This is an optimization exercise on Yosys and OpenROAD, whose aim is small area, not a production implementation.
In this exercise RTL edits were held to simulation tests only and were not proved equivalent to the original.
In every run shown here, the design's own scripts or RTL, not TritonCTS, make the clock network.
The clock port is modelled as an ideal driver, which makes a skipped or thinned clock tree look cheaper than it is; a real chip needs a root buffer or a tree.
Power is estimated from default activity; no workload was simulated.

--- flow/config.mk ---
export PLATFORM = sky130hd
export DESIGN_NAME = battleship
export DESIGN_NICKNAME = battleship
export VERILOG_FILES = /design/flow/design.v
export SDC_FILE = /design/flow/constraint.sdc
export NUM_CORES = 4
export LEC_CHECK = 0
export CAP_MARGIN = 20
export CORE_MARGIN = 2
export CORE_UTILIZATION = 65
export SLEW_MARGIN = 20
--- flow/constraint.sdc ---
create_clock -name core_clock -period 5.0 [get_ports {clk}]
set_input_delay 1.0000 -clock core_clock [delete_from_list [all_inputs] [get_ports {clk}]]
set_output_delay 1.0000 -clock core_clock [all_outputs]
set_load 0.01 [all_outputs]
--- flow/design.v ---
`timescale 1ns / 1ps
module battleship(
input wire clk,
input wire rst,
input wire ARDUINO_A0,
input wire ARDUINO_A1,
input wire ARDUINO_A2,
input wire ARDUINO_A3,
output wire ARDUINO_IO0,
output wire ARDUINO_IO1,
output wire ARDUINO_IO2,
output wire ARDUINO_IO6,
output wire ARDUINO_IO7,
output wire ARDUINO_IO8,
output wire ARDUINO_IO9,
output wire ARDUINO_IO10,
output wire ARDUINO_IO11,
output reg ARDUINO_A4,
output reg ARDUINO_A5,
output wire PMOD1_D0_P,
output wire PMOD1_D0_N,
output wire PMOD1_D1_P,
output wire PMOD1_D1_N,
output wire PMOD1_D2_P,
output wire PMOD1_D2_N,
output wire PMOD2_D0_P,
output wire PMOD2_D0_N,
output wire PMOD2_D1_P,
output wire PMOD2_D2_P,
output wire PMOD2_D2_N,
output wire PMOD2_D3_P,
output wire ARDUINO_IO3,
output wire ARDUINO_IO4,
output wire ARDUINO_IO5
);
reg [5:0] sub;        
reg [1:0] pr, pc;
reg [2:0] q;          
localparam [5:0] SUB_DISP = 6'd48;    
localparam [5:0] SUB_LAST = 6'd9;     
wire dtick = (sub == SUB_DISP);
wire sub_last = (sub == SUB_LAST);
wire gtick = sub_last && q[1] && q[0] && (pr == 2'd1) && (pc == 2'd1);
wire       slot_wrap = pc[1] || (pr == 2'd3);
wire [1:0] nr = slot_wrap ? pr + 2'd1 : pr;
wire [1:0] nc = {!slot_wrap && pc[0], !slot_wrap && !pc[0]};
always @(posedge clk) begin
    sub <= (rst || sub_last) ? 6'd0 : {sub[4:0], ~(sub[5] ^ sub[4])};
    if (rst) begin
        pr <= 2'd3;
        pc <= 2'd0;
        q <= 0;
    end else if (dtick) begin
        pr <= nr;
        pc <= nc;
        if (pr == 2'd2 && pc[1])
            q <= {q[1:0], !(q[2] || q[1])};
    end
end
reg [1:0] step;
reg atk;
reg [1:0] inputRow, inputCol;
reg hit;              
reg [2:0] X;
reg p2, big;
wire       turn   = big;
wire [1:0] hitsP1 = {p2, X[2]};
wire [1:0] hitsP2 = X[1:0];
wire       big_s  = big && !atk;
reg [8:0] fired1, fired2, ship1, ship2;
wire never_shown;
wire s_row = (step == 2'd0);
wire s_col = (step == 2'd1);
wire s_com = (step == 2'd2);
wire s_spc = (step == 2'd3);
wire on1 = atk && (!s_spc || !turn);
wire on2 = atk && (!s_spc || turn);
wire any_sw = !ARDUINO_A1 || !ARDUINO_A2 || !ARDUINO_A3;
wire [1:0] sw_val = {ARDUINO_A1 && ARDUINO_A2, ARDUINO_A1 && !ARDUINO_A2};
wire tgt_hits3 = turn ? (hitsP1 == 2'b10) : (hitsP2 == 2'b10);
wire win = hit && tgt_hits3;
wire [2:0] row_hot = {inputRow[1], inputRow[0], !inputRow[1] && !inputRow[0]};
wire [2:0] col_msk = {inputCol[1] || (big_s && inputCol[0]), big_s || inputCol[0],
                      !inputCol[1] && !inputCol[0]};
wire commit = gtick && s_com;
wire clr_en = gtick && s_spc && !atk;
wire place1 = commit && !atk && !p2;
wire place2 = commit && !atk && p2;
wire shoot1 = commit && atk && !turn;
wire shoot2 = commit && atk && turn;
wire [8:0] cell_msk = {{3{row_hot[2]}} & col_msk, {3{row_hot[1]}} & col_msk, {3{row_hot[0]}} & col_msk};
always @(posedge clk) begin
    ship1  <= (ship1  & {9{!clr_en}}) | (cell_msk & {9{place1}});
    ship2  <= (ship2  & {9{!clr_en}}) | (cell_msk & {9{place2}});
    fired1 <= (fired1 & {9{!clr_en}}) | (cell_msk & {9{shoot1}});
    fired2 <= (fired2 & {9{!clr_en}}) | (cell_msk & {9{shoot2}});
end
wire lit = (nr != 2'd3);
reg f1, s1, f2, s2;
always @(*) begin
    case ({nr, nc})
    4'b0000: begin f1 = fired1[0]; s1 = ship1[0]; f2 = fired2[0]; s2 = ship2[0]; end
    4'b0001: begin f1 = fired1[1]; s1 = ship1[1]; f2 = fired2[1]; s2 = ship2[1]; end
    4'b0010: begin f1 = fired1[2]; s1 = ship1[2]; f2 = fired2[2]; s2 = ship2[2]; end
    4'b0100: begin f1 = fired1[3]; s1 = ship1[3]; f2 = fired2[3]; s2 = ship2[3]; end
    4'b0101: begin f1 = fired1[4]; s1 = ship1[4]; f2 = fired2[4]; s2 = ship2[4]; end
    4'b0110: begin f1 = fired1[5]; s1 = ship1[5]; f2 = fired2[5]; s2 = ship2[5]; end
    4'b1000: begin f1 = fired1[6]; s1 = ship1[6]; f2 = fired2[6]; s2 = ship2[6]; end
    4'b1001: begin f1 = fired1[7]; s1 = ship1[7]; f2 = fired2[7]; s2 = ship2[7]; end
    4'b1010: begin f1 = fired1[8]; s1 = ship1[8]; f2 = fired2[8]; s2 = ship2[8]; end
    default: begin f1 = 1'b0; s1 = 1'b0; f2 = 1'b0; s2 = 1'b0; end
    endcase
end
wire scan_tgt = atk && s_com && (nr == inputRow) && (nc == inputCol);
always @(posedge clk) begin
    if (scan_tgt) hit <= turn ? s2 : s1;
end
always @(posedge clk) begin
    if (rst) begin
        step <= 2'd3;
        atk <= 0;
        inputRow <= 0;
        inputCol <= 0;
        X <= 0;
        ARDUINO_A4 <= 0;
        ARDUINO_A5 <= 0;
    end else if (gtick) begin
        case (step)
        2'd0: begin
            ARDUINO_A4 <= 1;
            ARDUINO_A5 <= 0;
            if (!ARDUINO_A0) begin
                if (any_sw) inputRow <= sw_val;
                step <= 2'd1;
            end
        end
        2'd1: begin
            ARDUINO_A4 <= 0;
            ARDUINO_A5 <= 1;
            if (!ARDUINO_A0) begin
                if (any_sw) inputCol <= sw_val;
                step <= 2'd2;
            end
        end
        2'd2: begin
            step <= 2'd0;
            if (atk) begin
                if (hit) begin
                    if (turn) X[2] <= !p2;
                    else      X[1:0] <= {X[0], !X[1]};
                end
                if (win) step <= 2'd3;
            end else if (!big) begin
                X <= {X[1:0], X[2] ^ (X[1] || !X[0])};
            end else begin
                if (p2) begin
                    atk <= 1;
                    X <= 0;
                end else begin
                    if (never_shown) X <= 0;
                end
            end
        end
        2'd3: begin
            if (!atk) begin
                step <= 2'd0;
            end else begin
                ARDUINO_A4 <= 0;
                ARDUINO_A5 <= 0;
                if (!ARDUINO_A1 && !ARDUINO_A2 && !ARDUINO_A3) begin
                    atk <= 0;
                    X <= 3'b010;    
                end
            end
        end
        endcase
    end
end
always @(posedge clk) begin
    if (clr_en) begin
        p2 <= 0;
        big <= 0;
    end else if (commit) begin
        if (atk) begin
            if (hit && turn) p2 <= X[2];
            big <= !big;
        end else if (!big) begin
            if (X == 3'b001) big <= 1;
        end else begin
            big <= 0;
            p2 <= !p2;
        end
    end
end
reg [1:0] colr1, colr2;
assign never_shown = (colr1 == 2'b00);
always @(posedge clk) begin
    if (rst) begin
        colr1 <= 0;
        colr2 <= 0;
    end else if (dtick) begin
        if (on1) colr1 <= {lit & f1, lit & (!f1 | s1)};
        if (on2) colr2 <= {lit & f2, lit & (!f2 | s2)};
    end
end
wire [2:0] pr_hot = {pr[1] && !pr[0], !pr[1] && pr[0], !pr[1] && !pr[0]};
wire [2:0] pc_hot = {pc[1], pc[0], !pc[1] && !pc[0]};
wire [2:0] sr1 = {on1 && pr_hot[2], !on1 || pr_hot[1], on1 && pr_hot[0]};
wire [2:0] sc1 = {on1 && pc_hot[2], !on1 || pc_hot[1], on1 && pc_hot[0]};
wire [2:0] sr2 = {on2 && pr_hot[2], !on2 || pr_hot[1], on2 && pr_hot[0]};
wire [2:0] sc2 = {on2 && pc_hot[2], !on2 || pc_hot[1], on2 && pc_hot[0]};
wire g1 = !colr1[1] && colr1[0], r1 = colr1[1] && !colr1[0], b1 = colr1[1] && colr1[0], l1 = colr1[1] || colr1[0];
wire g2 = !colr2[1] && colr2[0], r2 = colr2[1] && !colr2[0], b2 = colr2[1] && colr2[0], l2 = colr2[1] || colr2[0];
assign ARDUINO_IO0  = g1 & sc1[0];
assign ARDUINO_IO1  = g1 & sc1[1];
assign ARDUINO_IO2  = g1 & sc1[2];
assign ARDUINO_IO6  = b1 & sc1[0];
assign ARDUINO_IO7  = b1 & sc1[1];
assign ARDUINO_IO8  = b1 & sc1[2];
assign ARDUINO_IO9  = r1 & sc1[0];
assign ARDUINO_IO10 = r1 & sc1[1];
assign ARDUINO_IO11 = r1 & sc1[2];
assign ARDUINO_IO3  = !(l1 & sr1[0]);
assign ARDUINO_IO4  = !(l1 & sr1[1]);
assign ARDUINO_IO5  = !(l1 & sr1[2]);
assign PMOD1_D1_N = g2 & sc2[0];
assign PMOD1_D2_P = g2 & sc2[1];
assign PMOD1_D2_N = g2 & sc2[2];
assign PMOD2_D0_P = b2 & sc2[0];
assign PMOD2_D0_N = b2 & sc2[1];
assign PMOD2_D1_P = b2 & sc2[2];
assign PMOD1_D0_P = r2 & sc2[0];
assign PMOD1_D0_N = r2 & sc2[1];
assign PMOD1_D1_P = r2 & sc2[2];
assign PMOD2_D2_P = !(l2 & sr2[0]);
assign PMOD2_D2_N = !(l2 & sr2[1]);
assign PMOD2_D3_P = !(l2 & sr2[2]);
endmodule
--- flow/flow/run.sh ---
#!/bin/bash
# The standard layout with three changes:
#  - synthesis maps the logic with an area-oriented ABC script (flow/area.abc)
#    and leaves adders to ABC instead of mapping them to adder cells;
#    everything else in synthesis (registers, flattening, renaming) is the standard flow's own
#  - the port buffers are made from the smallest buffer cell
#  - the clock port drives four clkbuf_8 buffers, one per group of registers
#    (flow/cts_hook.tcl), in place of TritonCTS's tree
# Each tool's output goes to standard.log and the ORFS logs under orfs/logs.
set -e
here=$PWD
export MY_ABC_SCRIPT=$here/flow/area.abc
sed 's#log_cmd abc {\*}\$abc_args#log_cmd abc -script $::env(MY_ABC_SCRIPT) {*}[lrange $abc_args 2 end]#' \
    $FLOW_HOME/scripts/synth.tcl > $here/synth_area.tcl
grep -q 'MY_ABC_SCRIPT' $here/synth_area.tcl
sed "s#\$::env(SCRIPTS_DIR)/synth.tcl#$here/synth_area.tcl#" synth_recipe.tcl > $here/synth_recipe_area.tcl
grep -q 'synth_area.tcl' $here/synth_recipe_area.tcl
export BUFFER_PORTS_ARGS="-buffer_cell sky130_fd_sc_hd__buf_1"
export FLOW_CLOCK_PORT=clk
export FLOW_CLOCK_BUF=sky130_fd_sc_hd__buf_6
export FLOW_CLOCK_LEVELS=2
export PRE_CTS_TCL=$here/flow/cts_hook.tcl
bash standard.sh SYNTH_SCRIPT=$here/synth_recipe_area.tcl ADDER_MAP_FILE= finish > standard.log 2>&1
--- flow/flow/area.abc ---
strash
&get -n
&fraig -x
&put
scorr
dc2
strash
&get -n
&dch -f
&nf -R 1000 -p
&put
--- flow/flow/cts_hook.tcl ---
# Sourced before ORFS's CTS step (PRE_CTS_TCL). The clock port drives a few
# clock buffers directly; the registers are split into as many groups by
# recursive bisection of their placement, and each group's buffer sits at the
# group's centre. This replaces TritonCTS's tree; the rest of the CTS step
# (legalisation, timing repair) runs as usual.
proc my_split { sinks levels } {
  if { $levels == 0 || [llength $sinks] < 2 } { return [list $sinks] }
  set xs {}
  set ys {}
  foreach s $sinks { lappend xs [lindex $s 1]; lappend ys [lindex $s 2] }
  set w [expr { [tcl::mathfunc::max {*}$xs] - [tcl::mathfunc::min {*}$xs] }]
  set h [expr { [tcl::mathfunc::max {*}$ys] - [tcl::mathfunc::min {*}$ys] }]
  set key [expr { $w >= $h ? 1 : 2 }]
  set sorted [lsort -integer -index $key $sinks]
  set half [expr { [llength $sorted] / 2 }]
  return [concat [my_split [lrange $sorted 0 [expr { $half - 1 }]] [expr { $levels - 1 }]] \
                 [my_split [lrange $sorted $half end] [expr { $levels - 1 }]]]
}

proc clock_tree_synthesis { args } {
  set block [ord::get_db_block]
  set db [ord::get_db]
  set port_net [$block findNet $::env(FLOW_CLOCK_PORT)]
  set master [$db findMaster $::env(FLOW_CLOCK_BUF)]
  set sinks {}
  foreach it [$port_net getITerms] {
    set inst [$it getInst]
    set bb [$inst getBBox]
    lappend sinks [list $it [expr { ([$bb xMin] + [$bb xMax]) / 2 }] [expr { ([$bb yMin] + [$bb yMax]) / 2 }]]
  }
  set groups [my_split $sinks $::env(FLOW_CLOCK_LEVELS)]
  set k 0
  foreach g $groups {
    set buf [odb::dbInst_create $block $master clkbuf_leaf_$k]
    set net [odb::dbNet_create $block clknet_leaf_$k]
    $net setSigType CLOCK
    set sx 0
    set sy 0
    foreach s $g {
      set it [lindex $s 0]
      $it disconnect
      $it connect $net
      set sx [expr { $sx + [lindex $s 1] }]
      set sy [expr { $sy + [lindex $s 2] }]
    }
    set n [llength $g]
    [$buf findITerm A] connect $port_net
    [$buf findITerm X] connect $net
    $buf setLocation [expr { $sx / $n }] [expr { $sy / $n }]
    $buf setPlacementStatus PLACED
    puts "clock: buffer $k drives $n register clock pins"
    incr k
  }
  set_propagated_clock [all_clocks]
}
--- flow/standard.sh ---
#!/bin/bash
# synth_recipe.tcl (not shown) runs the flow's synth.tcl, then flattens the netlist and writes it again
# the make line also repeats each setting of config.mk as NAME=value (left out here)
make -C /OpenROAD-flow-scripts/flow DESIGN_CONFIG=/design/flow/config.mk WORK_HOME=/design/flow/orfs CLKGATE_MAP_FILE= SYNTH_SCRIPT=/design/flow/synth_recipe.tcl "${@:-finish}"
==> impl_metrics.yaml, run 1 <==
run:
  maxCapViolCount: 0
clock_tree:
  cts_hold_buffers: 0
  postCtsSetupBuffers: 0
  insertion_delay_ns: 0.14
  post_cts_resized: 0
  clk_pin_slew_worst_paths_ns: 0.12
timing:
  setup_viol: 0
  skew_ns: 0.01052
  post-route-min-period_ns: 3.023
  slew_violations: 0
  rsz0062_at_grt: "false"
  setup_tns_ns: 0
  tightestPinTransition_ns: 0.9471
  relSlewSlack: 0.3619
  fmax_mhz: 330.8
  hold_viol: 0
  period_share: 0.6047
worst_setup_path:
  worstReg2RegEnd: "fired1[1]"
  cp_data_arrival_time_ns: 2.02
  critPathKind: "register to primary output"
  cp_max_fo: 10
  ff2ff_path_depth: 6
  worst_setup_path_end_kind: "primary output"
  endpoint: "PMOD1_D2_P"
  critPathLaunchType: "register"
  cp-startpoint: "step[1]"
  rr_startpoint: "pc[1]"
  crit_required_ns: 4.00
  r2r_setup_slack_ns: 2.55
grt:
  overflow: 0
  grt_pass1_vias: 2550
  grt_antenna_before_repair: 0
  grtUsageMet1: 0.4355
  grtUsageMet2: 0.4640
  grt_max_degree: 38
  busiest_layer: "met2"
  grt_pass1_wl_um: 12080
  grt_usage: 0.2883
  grtUsageMet3: 0.02250
layout:
  n_fill_cell: 368
  nNetsFinal: 431
  antenna_cells: 0
  drive_gt1_frac: 0.01418
  final_common_cell: "nand2_1"
  syn_to_final_growth_pct: 7.978
  final_cells: 475
  layout_common_cells: "nand2_1, dfxtp_1, nor2_1, o21ai_0, buf_1"
detailed_routing:
  vias_per_cell: 6.141
  dr.pass1.iters: 5
  wl_um: 7244
  num_vias: 2917
  antenna_left: 0
  drcViolationCount: 0
  wl_per_cell_um: 15.25
  drtIter0Drc: 304
floorplanning:
  fp.dieH_um: 71.53
  io-pin-count: 32
  die_area_um2: 5117
  start_util: 0.6761
  core_um2: 4384
  die_w_um: 71.53
  row_count: 24
power_and_ir_drop:
  power_uw: 761.0
  p_clk_frac: 0.269
  intPower_uw: 613.0
  combPwrFrac: 0.014
  leakagePower_uw: 0.001043
  peakVddDrop_v: 0.0001801
  swShare: 0.1944
  switching_power_uw: 148.0
  p_seq_frac: 0.717
  p_per_area_nw_per_um2: 237.8
placed_design:
  dpl.hpwl_um: 5364
  io_buffers: 31
  gp_congestion: 0.9129
  placed_cells: 471
outcome:
  status: "timing/DRC/antenna clean"
synth:
  ys_seq_area_frac: 0.4626
  synth_area_um2: 2964
  avgSynthCellArea_um2: 7.659
  yosys_register_bits: 68
  syn_inst: 387
  syn_nets: 393
  yosysWarnings: 1
  ys_types: 31
hold_path:
  worst_hold_path_type: "register to register"
-- power by group through the flow --
| stage | sequential, uW | combinational, uW | clock, uW |
|---|---|---|---|
| floorplan | 558 | 4.14 | 0 |
| global placement | 558 | 10.5 | 0 |
| detailed placement | 558 | 10.8 | 0 |
| CTS | 545 | 10.9 | 204 |
| global route | 546 | 12.6 | 224 |
| finish | 546 | 10.9 | 205 |
-- cell usage after synthesis (all sizes together) --
cell | count | area [um^2]
a221oi | 3 | 26.28
nor4b | 1 | 8.760
a22o | 3 | 26.28
nand2b | 8 | 50.05
o21ai | 57 | 285.3
a31oi | 1 | 6.260
dfxtp | 67 | 1341
and2 | 6 | 37.54
a21oi | 13 | 65.06
o221ai | 2 | 17.52
or2 | 3 | 18.77
a22oi | 12 | 90.09
nor4 | 3 | 18.77
a211oi | 7 | 52.55
nor3 | 17 | 85.08
xor2 | 1 | 8.760
a311oi | 1 | 8.760
and3 | 3 | 18.77
o22ai | 4 | 25.02
or3 | 4 | 25.02
edfxtp | 1 | 30.03
nand4 | 2 | 12.51
nor2 | 66 | 247.7
mux2i | 3 | 30.03
and4 | 1 | 8.760
o211ai | 2 | 15.01
xnor2 | 1 | 8.760
nand3 | 9 | 45.04
nor2b | 11 | 68.82
nand2 | 71 | 266.5
clkinv | 4 | 15.01
-- critical path: stages, from the launching register on --
cell and delay (ns):
dfxtp_1 0.47, nand2_1 0.18, o21ai_0 0.78, nor2_1 0.16, nor2_1 0.14, buf_1 0.15
-- worst min path at each step --
| stage | endpoint | startpoint | depth (start not counted) | slack (ns) |
|---|---|---|---|---|
| final | fired2[8] | fired2[8] | 2 | 0.47 |
| after global routing | fired2[0] | fired2[0] | 2 | 0.50 |
| after CTS | fired1[5] | fired1[5] | 2 | 0.47 |
| after detailed placement | fired1[5] | fired1[5] | 2 | 0.44 |
| after global placement | fired2[3] | fired2[3] | 2 | 0.43 |
| after floorplan | fired1[3] | fired1[3] | 2 | 0.42 |
-- sequential cells by signal (all words and copies together) (netlist names), 3 cells and up --
register / count
fired1: 9
fired2: 9
ship1: 9
ship2: 9
sub: 6
X: 3
q: 3
-- metal layers --
layer | up-vias | wire (um)
met5 | - | 0
met2 | 90 | 3315
met3 | 11 | 460
met4 | 0 | 86
li1 | 1451 | -
met1 | 1365 | 3381
-- cells by family after synthesis --
group                  after synthesis  synth area share
AND/OR/NAND/NOR                    205            0.3077
AO/OA/AOI/OAI                      105            0.2085
XOR/XNOR                             2          0.005911
multiplexers                         3           0.01013
buffers and inverters                4          0.005064
flip-flops                          68            0.4626
-- per-stage QoR --
stage | area (um^2) | hold WS, ns | setup slack [ns] | util
5_1_grt | 3201 | 0.4950 | 1.720 | 0.7300
2_1_floorplan | 2964 | 0.4249 | 2.532 | -
3_5_place_dp | 3153 | 0.4432 | 2.172 | 0.7192
3_3_place_gp | 3153 | 0.4339 | 2.223 | 0.7192
4_1_cts | 3198 | 0.4700 | 2.003 | 0.7295
6_report | 3201 | 0.4664 | 1.977 | 0.7300
-- cell type report --
type	instances	area [um^2]	share of cell area
Inverter	4	15.01	0.004691
Multi-Input combinational cell	315	1580	0.4937
Tap cell	52	65.06	0.02033
Buffer	4	45.04	0.01407
Sequential cell	68	1371	0.4285
Timing Repair Buffer	32	123.9	0.03870
==> run 2: changes to the inputs <==
--- a/flow/flow/run.sh
+++ b/flow/flow/run.sh
@@ -17,7 +17,7 @@
 grep -q 'synth_area.tcl' $here/synth_recipe_area.tcl
 export BUFFER_PORTS_ARGS="-buffer_cell sky130_fd_sc_hd__buf_1"
 export FLOW_CLOCK_PORT=clk
-export FLOW_CLOCK_BUF=sky130_fd_sc_hd__buf_6
+export FLOW_CLOCK_BUF=sky130_fd_sc_hd__clkbuf_8
 export FLOW_CLOCK_LEVELS=2
 export PRE_CTS_TCL=$here/flow/cts_hook.tcl
 bash standard.sh SYNTH_SCRIPT=$here/synth_recipe_area.tcl ADDER_MAP_FILE= finish > standard.log 2>&1
==> impl_metrics.yaml, run 2 <==
timing:
  setup_viol: 0
  slew_violations: 0
  rsz0062_at_grt: "false"
  layout_setup_ws_ns: 1.959
  period_share: 0.6083
  skew_ns: 0.009586
  post-route-min-period_ns: 3.041
  tightestPinTransition_ns: 0.9344
  relSlewSlack: 0.3705
  hold_viol: 0
  setup_tns_ns: 0
  fmax_mhz: 328.8
detailed_routing:
  wl_per_cell_um: 15.18
  num_vias: 2907
  drcViolationCount: 0
  vias_per_cell: 6.120
  dr.pass1.iters: 7
  wl_um: 7210
  drtIter0Drc: 271
  antenna_left: 0
synth:
  yosys.area.top_type: "dfxtp_1"
  ys_types: 31
  synth_top_area_share: 0.4525
  syn_inst: 387
  avgSynthCellArea_um2: 7.659
  async_flop_share: 0
  ys_seq_area_frac: 0.4626
  synth_edf_count: 1
  ys.flop_type: "dfxtp_1"
  synth_area_um2: 2964
  syn_nets: 393
  synthTopCellsByCount: "nand2_1, dfxtp_1, nor2_1"
  yosys_register_bits: 68
  yosysMostFrequentCell: "nand2_1"
  yosysWarnings: 1
  netlist_top_cells_area: "dfxtp_1, o21ai_0, nand2_1"
worst_setup_path:
  path_buf_inv: 1
  crit_top_cell: "nor2_1"
  critPathMaxStageDelay_ns: 0.77
  cp_data_arrival_time_ns: 2.04
  critPathKind: "register to primary output"
  critPathLaunchType: "register"
  cp_top_family: "compound AO/OA/AOI/OAI gates"
  crit_slowest_cell: "o21ai_0"
  path_cells: "nand2_1 -> o21ai_0 -> nor2_1 -> nor2_1 -> buf_1"
  crit_required_ns: 4.00
  worst_setup_path_end_kind: "primary output"
  cp_max_fo: 10
placed_design:
  dpl.hpwl_um: 5364
  gp_congestion: 0.9129
  pre_cts_ws_ns: 2.172
  io_buffers: 31
outcome:
  status: "timing/DRC/antenna clean"
clock_tree:
  insertion_delay_ns: 0.16
  clk_pin_slew_worst_paths_ns: 0.11
  cts_hold_buffers: 0
  post_cts_resized: 0
  postCtsSetupBuffers: 0
power_and_ir_drop:
  peakVddDrop_v: 0.0001761
  leakagePower_uw: 0.001047
  p_per_area_nw_per_um2: 239.7
layout:
  nNetsFinal: 431
  final_common_cell: "nand2_1"
  syn_to_final_growth_pct: 8.316
  seq_area_um2: 1371
  layout_common_cells: "nand2_1, dfxtp_1, nor2_1, o21ai_0, buf_1"
  multi_input_area_um2: 1580
  antenna_cells: 0
  drive_gt1_frac: 0.01418
  n_fill_cell: 367
run:
  maxCapViolCount: 0
hold_path:
  worst_hold_path_type: "register to register"
floorplanning:
  start_util: 0.6761
  io-pin-count: 32
  core_um2: 4384
  row_count: 24
  fp.dieH_um: 71.53
  die_area_um2: 5117
  die_w_um: 71.53
grt:
  grt_pass1_vias: 2547
  grt_max_degree: 38
  grt_usage: 0.2880
  grt_antenna_before_repair: 0
  overflow: 0
  grt_pass1_wl_um: 12070
==> run 2: through the flow <==
| step | instance area, um^2 | total power [uW] | cells | hold slack, ns | util |
|---|---|---|---|---|---|
| final | 3211 | 769.7 | 475 | 0.4641 | 0.7323 |
| after global routing | 3211 | 790.5 | 475 | 0.4921 | 0.7323 |
| after CTS | 3208 | 770.5 | 475 | 0.4678 | 0.7317 |
| after detailed placement | 3153 | 568.9 | 471 | 0.4432 | 0.7192 |
| after global placement | 3153 | 568.5 | 471 | 0.4339 | 0.7192 |
| after floorplan | 2964 | 561.8 | 387 | 0.4249 | - |
==> run 2: routing by layer <==
layer,track usage,up-vias,share of wire
li1,-,1446,-
met3,0.02250,13,0.071
met1,0.4319,1339,0.46
met5,0,-,0
met2,0.4681,109,0.45
met4,0.04193,0,0.014
==> run 2: final timing paths <==
path	from	depth (start not counted)	slack, ns	end
max	step[1]	5	1.96	PMOD1_D2_P
min	fired2[8]	2	0.46	fired2[8]
max reg2reg	pc[1]	6	2.55	ship2[2]
min reg2reg	fired2[8]	2	0.46	fired2[8]
==> run 2: power breakdown <==
part | internal (uW) | total [uW] | switching (uW)
Clock | 74.5 | 213 | 139
Sequential | 544 | 546 | 1.42
Combinational | 3.89 | 10.7 | 6.86
==> run 2: worst min-delay path, delay by kind of cell (launching register included) <==
family           cells  cell delay (ns)
AND/OR/NAND/NOR      1             0.04
AO/OA/AOI/OAI        1             0.06
flip-flops           1             0.34
==> run 2: area by class of cell <==
| class | count | share of cell area |
|---|---|---|
| Buffer | 4 | 0.01715 |
| Inverter | 4 | 0.004677 |
| Multi-Input combinational cell | 315 | 0.4922 |
| Sequential cell | 68 | 0.4271 |
| Tap cell | 52 | 0.02026 |
| Timing Repair Buffer | 32 | 0.03858 |
==> run 2: cells by family after synthesis <==
| logic type | Yosys count | share of synthesized area |
|---|---|---|
| muxes | 3 | 0.01013 |
| and+or+nand+nor | 205 | 0.3077 |
| xor gates and xnor gates | 2 | 0.005911 |
| DFF | 68 | 0.4626 |
| buffers and inverters | 4 | 0.005064 |
| AOI/OAI and AO/OA | 105 | 0.2085 |
==> run 3: changes to the inputs <==
--- a/flow/design.v
+++ b/flow/design.v
@@ -77,7 +77,7 @@
 wire on2 = atk && (!s_spc || turn);
 wire any_sw = !ARDUINO_A1 || !ARDUINO_A2 || !ARDUINO_A3;
 wire [1:0] sw_val = {ARDUINO_A1 && ARDUINO_A2, ARDUINO_A1 && !ARDUINO_A2};
-wire tgt_hits3 = turn ? (hitsP1 == 2'b10) : (hitsP2 == 2'b10);
+wire tgt_hits3 = turn ? (hitsP1 == 2'b10) : (hitsP2 == 2'b11);
 wire win = hit && tgt_hits3;
 wire [2:0] row_hot = {inputRow[1], inputRow[0], !inputRow[1] && !inputRow[0]};
 wire [2:0] col_msk = {inputCol[1] || (big_s && inputCol[0]), big_s || inputCol[0],
@@ -155,7 +155,6 @@
             end else begin
                 if (p2) begin
                     atk <= 1;
-                    X <= 0;
                 end else begin
                     if (never_shown) X <= 0;
                 end
==> flow/flow/area.abc (replaced) <==
strash
&get -n
&fraig -x
&put
scorr
dc2
strash
&get -n
&dch -f
&nf -R 1000 -p -C 32 -F 8 -A 8
&put
==> impl_metrics.yaml, run 3 <==
clock_tree:
  clk_pin_slew_worst_paths_ns: 0.10
  cts_hold_buffers: 0
  postCtsSetupBuffers: 0
  post_cts_resized: 0
  insertion_delay_ns: 0.16
floorplanning:
  core_um2: 4324
  die_area_um2: 5035
  io-pin-count: 32
  start_util: 0.6739
  die_w_um: 70.96
  row_count: 24
  fp.dieH_um: 70.96
synth:
  synthTopCellsByCount: "dfxtp_1, nand2_1, nor2_1"
  ys_types: 33
  synth_top_area_share: 0.4603
  syn_nets: 373
  ys.flop_type: "dfxtp_1"
  async_flop_share: 0
  ys_seq_area_frac: 0.4706
  synth_edf_count: 1
  yosys_register_bits: 68
  syn_inst: 367
  yosysWarnings: 1
  yosys.area.top_type: "dfxtp_1"
  yosysMostFrequentCell: "dfxtp_1"
  netlist_top_cells_area: "dfxtp_1, o21ai_0, nand2_1"
  synth_area_um2: 2914
  avgSynthCellArea_um2: 7.940
layout:
  drive_gt1_frac: 0.01485
  layout_common_cells: "dfxtp_1, nand2_1, nor2_1, o21ai_0, buf_1"
  seq_area_um2: 1371
  nNetsFinal: 412
  n_fill_cell: 352
  multi_input_area_um2: 1524
  final_cells: 456
  syn_to_final_growth_pct: 8.630
  antenna_cells: 0
  final_common_cell: "dfxtp_1"
power_and_ir_drop:
  leakagePower_uw: 0.001047
  p_per_area_nw_per_um2: 242.3
  peakVddDrop_v: 0.0002485
worst_setup_path:
  rr_startpoint: "pc[1]"
  worstReg2RegEnd: "X[2]"
  crit_required_ns: 4.00
  critPathKind: "register to primary output"
  cp_data_arrival_time_ns: 1.97
  worst_setup_path_end_kind: "primary output"
  cp_max_fo: 8
  ff2ff_path_depth: 8
  r2r_setup_slack_ns: 2.06
  critPathLaunchType: "register"
detailed_routing:
  wl_per_cell_um: 15.63
  wl_um: 7126
  num_vias: 2787
  dr.pass1.iters: 5
  antenna_left: 0
  vias_per_cell: 6.112
  drcViolationCount: 0
  drtIter0Drc: 373
timing:
  rsz0062_at_grt: "false"
  fmax_mhz: 337.2
  slew_violations: 0
  tightestPinTransition_ns: 0.8882
  hold_viol: 0
  post-route-min-period_ns: 2.965
  skew_ns: 0.007443
  relSlewSlack: 0.4024
  setup_viol: 0
  setup_tns_ns: 0
  period_share: 0.5931
grt:
  grt_pass1_vias: 2478
  grt_max_degree: 39
  grt_antenna_before_repair: 0
  grt_pass1_wl_um: 11850
  grt_usage: 0.2846
  overflow: 0
hold_path:
  hp-start: "ship2[0]"
  hold_end: "ship2[0]"
  worst_hold_path_type: "register to register"
  whs_path_depth: 2
placed_design:
  placed_cells: 452
  gp_congestion: 0.8662
  io_buffers: 31
  dpl.hpwl_um: 5215
run:
  maxCapViolCount: 0
outcome:
  status: "timing/DRC/antenna clean"
## run 3: cell types whose count changed after synthesis, moves of 4 or more
cell,delta
a222oi_1,+12
a22oi_1,-12
nor3_1,-9
nand2_1,-7
nor2_1,-5
o21ai_0,-5
a21oi_1,+4
## run 3: cell type report
cell class | instances | area share
Timing Repair Buffer | 33 | 0.04150
Sequential cell | 68 | 0.4332
Inverter | 5 | 0.005929
Buffer | 4 | 0.01739
Tap cell | 52 | 0.02055
Multi-Input combinational cell | 294 | 0.4814
## run 3: per-layer routing
metal  track usage  part of all wire  routed length [um]
met3       0.02849             0.085                 609
met4       0.05451             0.015                 104
met5             0                 0                   0
met2        0.4528              0.45                3226
met1        0.4266              0.45                3185
## run 3: worst max path at each step
stage	from	endpoint	slack, ns	cells past startpoint
final	step[1]	PMOD1_D0_N	2.03	5
after global routing	pc[1]	X[2]	1.70	8
after CTS	step[1]	PMOD1_D0_N	2.04	5
after detailed placement	pc[1]	X[2]	2.14	8
after global placement	pc[1]	X[2]	2.29	8
after floorplan	pc[1]	big	2.48	6
## run 3: kinds of logic after synthesis
| logic type | share of synthesized area |
|---|---|
| AND/OR/NAND/NOR | 0.2769 |
| AO/OA/AOI/OAI | 0.2164 |
| flip-flops | 0.4706 |
| multiplexers | 0.02061 |
| buffers and inverters | 0.006441 |
| XOR/XNOR | 0.009018 |
## run 3: metrics by stage
step	cell area (um^2)	hold WS, ns	utilization	setup slack [ns]	total power [uW]
finish	3166	0.4702	0.7321	2.035	767.1
global route	3166	0.4902	0.7321	1.697	786.4
CTS	3166	0.4648	0.7321	2.040	767.4
detailed placement	3110	0.4412	0.7193	2.138	569.0
global placement	3110	0.4353	0.7193	2.287	568.6
floorplan	2914	0.4240	-	2.480	562.1
## run 3: power by group
group	total, uW	switching (uW)	internal (uW)
Sequential	546	1.41	544
Combinational	11.0	6.93	4.03
Clock	211	136	74.5
## run 3: critical path, cell delays in order, from the launching register on
cell,delay [ns]
dfxtp_1,0.46
nand2_1,0.22
o21ai_0,0.67
nor2_1,0.16
nor2_1,0.14
buf_1,0.16
==> run 4: changes to the inputs <==
--- a/flow/config.mk
+++ b/flow/config.mk
@@ -5,7 +5,7 @@
 export SDC_FILE = /design/flow/constraint.sdc
 export NUM_CORES = 4
 export LEC_CHECK = 0
-export CAP_MARGIN = 20
+export CAP_MARGIN = 0
 export CORE_MARGIN = 2
 export CORE_UTILIZATION = 65
-export SLEW_MARGIN = 20
+export SLEW_MARGIN = 0
==> impl_metrics.yaml, run 4 <==
synth:
  yosysWarnings: 1
  ys.flop_type: "dfxtp_1"
  yosysMostFrequentCell: "dfxtp_1"
  synthTopCellsByCount: "dfxtp_1, nand2_1, nor2_1"
  syn_inst: 367
  async_flop_share: 0
  ys_seq_area_frac: 0.4706
  syn_nets: 373
  netlist_top_cells_area: "dfxtp_1, o21ai_0, nand2_1"
  ys_types: 33
  yosys.area.top_type: "dfxtp_1"
  synth_top_area_share: 0.4603
  yosys_register_bits: 68
  synth_edf_count: 1
  synth_area_um2: 2914
  avgSynthCellArea_um2: 7.940
worst_setup_path:
  worst_setup_path_end_kind: "primary output"
  critPathLaunchType: "register"
  crit_required_ns: 4.00
  cp_data_arrival_time_ns: 1.97
  crit_slowest_cell: "o21ai_0"
  path_cells: "nand2_1 -> o21ai_0 -> nor2_1 -> nor2_1 -> buf_1"
  cp_max_fo: 8
  crit_top_cell: "nor2_1"
  critPathMaxStageDelay_ns: 0.67
  critPathKind: "register to primary output"
timing:
  tightestPinTransition_ns: 0.8882
  skew_ns: 0.007443
  setup_tns_ns: 0
  relSlewSlack: 0.4024
  fmax_mhz: 337.2
  slew_violations: 0
  post-route-min-period_ns: 2.965
  hold_viol: 0
  rsz0062_at_grt: "false"
  setup_viol: 0
  period_share: 0.5931
grt:
  grt_antenna_before_repair: 0
  grt_pass1_wl_um: 11850
  grt_usage: 0.2846
  grt_max_degree: 39
  overflow: 0
  grt_pass1_vias: 2478
layout:
  final_area_um2: 3166
  antenna_cells: 0
  n_fill_cell: 352
  nNetsFinal: 412
  syn_to_final_growth_pct: 8.630
  drive_gt1_frac: 0.01485
  multi_input_area_um2: 1524
  final_common_cell: "dfxtp_1"
  seq_area_um2: 1371
  layout_common_cells: "dfxtp_1, nand2_1, nor2_1, o21ai_0, buf_1"
clock_tree:
  postCtsSetupBuffers: 0
  cts_hold_buffers: 0
  post_cts_resized: 0
  insertion_delay_ns: 0.16
  clk_pin_slew_worst_paths_ns: 0.10
outcome:
  status: "timing/DRC/antenna clean"
floorplanning:
  fp.dieH_um: 70.96
  start_util: 0.6739
  die_w_um: 70.96
  io-pin-count: 32
  row_count: 24
  core_um2: 4324
  die_area_um2: 5035
power_and_ir_drop:
  p_per_area_nw_per_um2: 242.3
  leakagePower_uw: 0.001047
  peakVddDrop_v: 0.0002485
placed_design:
  io_buffers: 31
  dpl.hpwl_um: 5215
  placed_area_um2: 3110
  gp_congestion: 0.8662
detailed_routing:
  vias_per_cell: 6.112
  drcViolationCount: 0
  antenna_left: 0
  num_vias: 2787
  dr.pass1.iters: 5
  drtIter0Drc: 373
  wl_um: 7126
  wl_per_cell_um: 15.63
hold_path:
  worst_hold_path_type: "register to register"
run:
  maxCapViolCount: 0
-- run 4: cell counts after synthesis --
No cell type changed its count.
-- run 4: final timing paths --
kind | to | slack (ns) | from | cells past startpoint
hold / removal | ship2[0] | 0.47 | ship2[0] | 2
setup / recovery | PMOD1_D0_N | 2.03 | step[1] | 5
setup reg to reg | X[2] | 2.06 | pc[1] | 8
hold reg to reg | ship2[0] | 0.47 | ship2[0] | 2
-- run 4: area by class of cell --
cell class / instances / share of cell area
well taps: 52 / 0.02055
multi-input cells: 294 / 0.4814
flip-flops and latches: 68 / 0.4332
repair buffers: 33 / 0.04150
plain buffers: 4 / 0.01739
inverters: 5 / 0.005929
-- run 4: worst max-delay path: cells and delay by family, from the launching register on --
family / cells / cell delay, ns
AOI/OAI and AO/OA: 1 / 0.67
buffers and inverters: 1 / 0.16
DFF: 1 / 0.46
and+or+nand+nor: 3 / 0.52
-- run 4: power by group --
part / switching (uW) / total, uW / internal [uW]
Sequential: 1.41 / 546 / 544
Clock: 136 / 211 / 74.5
Combinational: 6.93 / 11.0 / 4.03
Total: 144 / 767 / 623
-- run 4: routing by layer --
metal  wire (um)  part of all wire  vias up  GRT usage
met1        3185              0.45     1251     0.4266
met3         609             0.085       11    0.02849
met2        3226              0.45      125     0.4528
met4         104             0.015        0    0.05451
met5           0                 0        -          0
li1            -                 -     1400          -
-- run 4: per-stage QoR --
step / total power (uW) / hold WS (ns) / setup slack, ns / std cells / util
6_report: 767.1 / 0.4702 / 2.035 / 456 / 0.7321
5_1_grt: 786.4 / 0.4902 / 1.697 / 456 / 0.7321
4_1_cts: 767.4 / 0.4648 / 2.040 / 456 / 0.7321
3_5_place_dp: 569.0 / 0.4412 / 2.138 / 452 / 0.7193
3_3_place_gp: 568.6 / 0.4353 / 2.287 / 452 / 0.7193
2_1_floorplan: 562.1 / 0.4240 / 2.480 / 367 / -
-- run 4: kinds of logic after synthesis --
logic type	share of synthesized area
buffers and inverters	0.006441
DFF	0.4706
muxes	0.02061
AOI/OAI and AO/OA	0.2164
and+or+nand+nor	0.2769
xor gates and xnor gates	0.009018

## static timing again, ports no longer ideal
How much do the figures lean on ideal ports? The routed layouts below were timed once more, with nothing changed but the port constraints.
Step 1 sets driving cells, clkbuf_16 on the clock port and buf_2 on the other inputs (assumed; they add their load-dependent delay and slew).
Step 2 times the ports against the registers' clock, not the clock port: input delays grow and output delays shrink by t, the midpoint of the rising clock arrivals with the driver on.
a / b / c = no drivers / after step 1 / after step 2; a / b = the first two.
| run | t (ns) | slack for setup (ns) | worst setup path after step 2 | worst data-port slew with drivers (ns) | cell pins on the clock port's net |
|---|---|---|---|---|---|
| run 1 | 0.196 | 1.977 / 1.918 / 2.114 | register to output | 0.03 | 4 |
| run 2 | 0.214 | 1.959 / 1.902 / 2.116 | register to output | 0.03 | 4 |
| run 3 | 0.216 | 2.035 / 1.976 / 2.059 | register to register | 0.03 | 4 |
| run 4 | 0.216 | 2.035 / 1.976 / 2.059 | register to register | 0.03 | 4 |
After both steps setup and hold are still met in every run listed.
